From an optimization exercise on the open Yosys and OpenROAD flow, aimed at small area; shortcuts taken in it are not production practice. Function was checked by simulation only, so behaviour that the tests miss may differ from the original.

==> flow/design.v (excerpt) <==
module FFT(
    input                   clk,
    input                   rst_n,
    input                   valid_i,
    input signed [10:0]     x_r,
    output                  finish,
    output signed [16:0]    answer
);
    reg [5:0] A;
    reg [5:0] P;
    reg [3:0] c2;
    reg [2:0] c3;
    reg [1:0] c4;
    reg       c5;
    reg       pass2;
    reg [6:0] C2;
    always @(posedge clk or negedge rst_n) begin
        if (!rst_n) begin
            A <= 6'd63;
        end else if (A == 6'd63) begin
            if (valid_i) A <= 6'd0;
        end else begin
            A <= A + 6'd1;
        end
    end
    always @(posedge clk) begin
        if (A == 6'd29) P <= 6'd63;
        else            P <= P + 6'd1;
        c2 <= P[3:0];
        c3 <= c2[2:0];
        c4 <= c3[1:0];
        c5 <= c4[0];
        pass2 <= P[5] ^ ~P[4];
    end
    always @(posedge clk or negedge rst_n) begin
        if (!rst_n)              C2 <= 7'd127;
        else if (A == 6'd50)     C2 <= 7'd0;
        else if (C2 != 7'd127)   C2 <= C2 + 7'd1;
    end
    assign finish = (C2 >= 7'd21) && (C2 <= 7'd84);
    reg [351:0] ring;
    wire [10:0] ring_last = ring[351:341];
    always @(posedge clk) begin
        ring <= {ring[340:0], (valid_i ? x_r : ring_last)};
    end
  ...
For scale: roughly 4800 cells after synthesis, ~1500 flip-flops, roughly 32 I/O pins, ~55000 um2 of cells after synthesis.
Settings: LEC_CHECK=0, CAP_MARGIN=20, CORE_MARGIN=2, CORE_UTILIZATION=40, CTS_CLUSTER_DIAMETER=100, CTS_CLUSTER_SIZE=28, SLEW_MARGIN=20; clock period 10.0 ns.
run.sh (not shown) runs the stock make flow with config.mk's settings and CLKGATE_MAP_FILE= SYNTH_SCRIPT=/design/flow/synth_recipe.tcl, a recipe that flattens the netlist after the stock synthesis.
Rerun with:
--- a/flow/design.v
+++ b/flow/design.v
@@ -17,21 +17,24 @@
     always @(posedge clk or negedge rst_n) begin
         if (!rst_n) begin
             A <= 6'd63;
         end else if (A == 6'd63) begin
             if (valid_i) A <= 6'd0;
         end else begin
             A <= A + 6'd1;
         end
     end
+    always @(posedge clk or negedge rst_n) begin
+        if (!rst_n)          P <= 6'd0;
+        else if (A == 6'd29) P <= 6'd63;
+        else                 P <= P + 6'd1;
+    end
     always @(posedge clk) begin
-        if (A == 6'd29) P <= 6'd63;
-        else            P <= P + 6'd1;
         c2 <= P[3:0];
         c3 <= c2[2:0];
         c4 <= c3[1:0];
         c5 <= c4[0];
         pass2 <= P[5] ^ ~P[4];
     end
     always @(posedge clk or negedge rst_n) begin
         if (!rst_n)              C2 <= 7'd127;
         else if (A == 6'd50)     C2 <= 7'd0;
After rerunning: The new run finished clean; first-iteration DRC count goes down by a little under a tenth; global-route usage hardly moves; setup slack loses 0.010 ns; cell area shrinks slightly; core utilization hardly moves; maximum frequency barely changes; non-clock buffer count is higher by 12; via count decreases slightly; worst hold slack got worse by 0.010 ns; cell count fell slightly; die area goes down slightly; routed wire length shrinks slightly.

---

== branch harbor ==
FFT, a different RTL version from the one above (not shown whole).
For scale: roughly 5300 cells after synthesis, roughly 1400 flip-flops, roughly 32 I/O pins, roughly 60000 um2 of cells after synthesis.
// FFT
module FFT(
    input                   clk,
    input                   rst_n,
    input                   valid_i,
    input signed [10:0]     x_r,
    output                  finish,
    output signed [16:0]    answer
);
clock: 10.0 ns
lec_check: 0
cap_margin: 20
core_margin: 2
core_utilization: 40
slew_margin: 20
diff inputs: branch harbor => branch delta
diff --git a/flow/design.v b/flow/design.v
--- a/flow/design.v
+++ b/flow/design.v
@@ -106,41 +106,34 @@
         s1_r <= g1 ? {dreg, 1'b0} : m1r[18:5];
         s1_i <= g1 ? 14'sd0 : m1i[18:5];
     end
     reg  [8*30-1:0] sr2;
     wire signed [14:0] b2r = sr2[8*30-1 -: 15];
     wire signed [14:0] b2i = sr2[8*30-16 -: 15];
-    wire signed [14:0] f2r = sr2[29:15];
-    wire signed [14:0] f2i = sr2[14:0];
     wire signed [14:0] a2r = {s1_r[13], s1_r};
     wire signed [14:0] a2i = {s1_i[13], s1_i};
+    wire [15:0] W2 = w16(c2[2:0]);
+    wire signed [22:0] m2a = b2r * $signed(W2[15:8]);
+    wire signed [22:0] m2b = b2i * $signed(W2[7:0]);
+    wire signed [22:0] m2c = b2r * $signed(W2[7:0]);
+    wire signed [22:0] m2d = b2i * $signed(W2[15:8]);
+    wire signed [23:0] t2r = m2a - m2b;
+    wire signed [23:0] t2i = m2c + m2d;
     wire first2 = c2[3];
-    wire imode = ~c2[3] & (c2[2:0] != 3'd0);
-    wire [2:0] widx = imode ? c2[2:0] : c2[2:0] - 3'd1;
-    wire [15:0] W2 = w16(widx);
-    wire signed [7:0] cu = imode ? W2[7:0] : W2[15:8];       
-    wire signed [7:0] cv = imode ? W2[15:8] : -W2[7:0];      
-    wire signed [14:0] ur = imode ? b2r : f2r;
-    wire signed [14:0] ui = imode ? b2i : f2i;
-    wire signed [22:0] m2a = ur * cu;
-    wire signed [22:0] m2b = ui * cv;
-    wire signed [23:0] t2 = m2a + m2b;
-    reg  [7*15-1:0] prl;
     wire [14:0] g2r, g2i, h2r, h2i;
     rca #(15) ag2r (.a(a2r), .b(b2r), .ci(1'b0), .s(g2r));
     rca #(15) ag2i (.a(a2i), .b(b2i), .ci(1'b0), .s(g2i));
     rca #(15) ah2r (.a(b2r), .b(~a2r), .ci(1'b1), .s(h2r));
     rca #(15) ah2i (.a(b2i), .b(~a2i), .ci(1'b1), .s(h2i));
     wire [14:0] in2r = first2 ? h2r : a2r;
     wire [14:0] in2i = first2 ? h2i : a2i;
     reg  signed [14:0] s2_r, s2_i;
     always @(posedge clk) begin
         sr2 <= {sr2[7*30-1:0], in2r, in2i};
-        prl <= {prl[6*15-1:0], t2[20:6]};
-        s2_r <= first2 ? g2r : prl[7*15-1 -: 15];
-        s2_i <= first2 ? g2i : (imode ? t2[20:6] : b2i);
+        s2_r <= first2 ? g2r : t2r[20:6];
+        s2_i <= first2 ? g2i : t2i[20:6];
     end
     reg  [4*32-1:0] sr3;
     wire signed [15:0] b3r = sr3[4*32-1 -: 16];
     wire signed [15:0] b3i = sr3[4*32-17 -: 16];
     wire signed [15:0] a3r = {s2_r[14], s2_r};
     wire signed [15:0] a3i = {s2_i[14], s2_i};
--- outcome ---
For branch harbor, the first element of the critical path was c2[0], unlike branch delta, where it was c4[0]. Going from branch harbor to branch delta, met3 global-route usage increased by 0.51 points relative to the old numbers; growth of design area from synthesis to finish decreased by 0.87 points relative to the old numbers; XOR/XNOR share of the synthesized area closely matched the old numbers; distinct cell type count of the synthesized netlist decreased by 2.2% relative to the old numbers; adder and majority cell fraction of the synthesized area increased by 5.8 points relative to the old numbers. [compare] base=branch harbor new=branch delta: share of synthesized registers carrying an async set or reset did not really move; post-synthesis mux area share decreased by 0.23 points relative to the old numbers; met2 capacity usage during global routing increased by 0.83 points relative to the old numbers; area of the multi-input gates increased 18%. On worst slew margin relative to its limit, branch harbor beats branch delta.

## static timing again, ports no longer ideal
How much do the figures lean on ideal ports? The routed layouts below were timed once more, with nothing changed but the port constraints.
Step 1 assumes that a clkbuf_16 drives the clock port and a buf_2 every other input.
Step 2 also shifts input and output timing later by t, the mid clock arrival at the registers, as if the neighbouring blocks saw the same clock.
Slacks: ideal ports / drivers / drivers and shift; pairs: ideal ports / drivers.
| run | shift t [ns] | setup WS [ns] | hold WS [ns] | clock arrival spread, ns | worst register clock-pin slew, ns |
|---|---|---|---|---|---|
| the first run of note 1 | 0.752 | 1.518 / 1.518 / 1.518 | 0.318 / 0.318 / 0.318 | 0.033 / 0.032 | 0.11 / 0.11 |
| the second run of note 1 | 0.754 | 1.507 / 1.507 / 1.507 | 0.308 / 0.308 / 0.308 | 0.040 / 0.040 | 0.11 / 0.11 |
| branch harbor | 0.817 | 1.512 / 1.512 / 1.512 | 0.295 / 0.295 / 0.295 | 0.038 / 0.038 | 0.07 / 0.07 |
| branch delta | 0.838 | 0.962 / 0.962 / 0.962 | 0.276 / 0.276 / 0.276 | 0.073 / 0.073 | 0.07 / 0.07 |
After both steps every run listed still meets setup and hold.
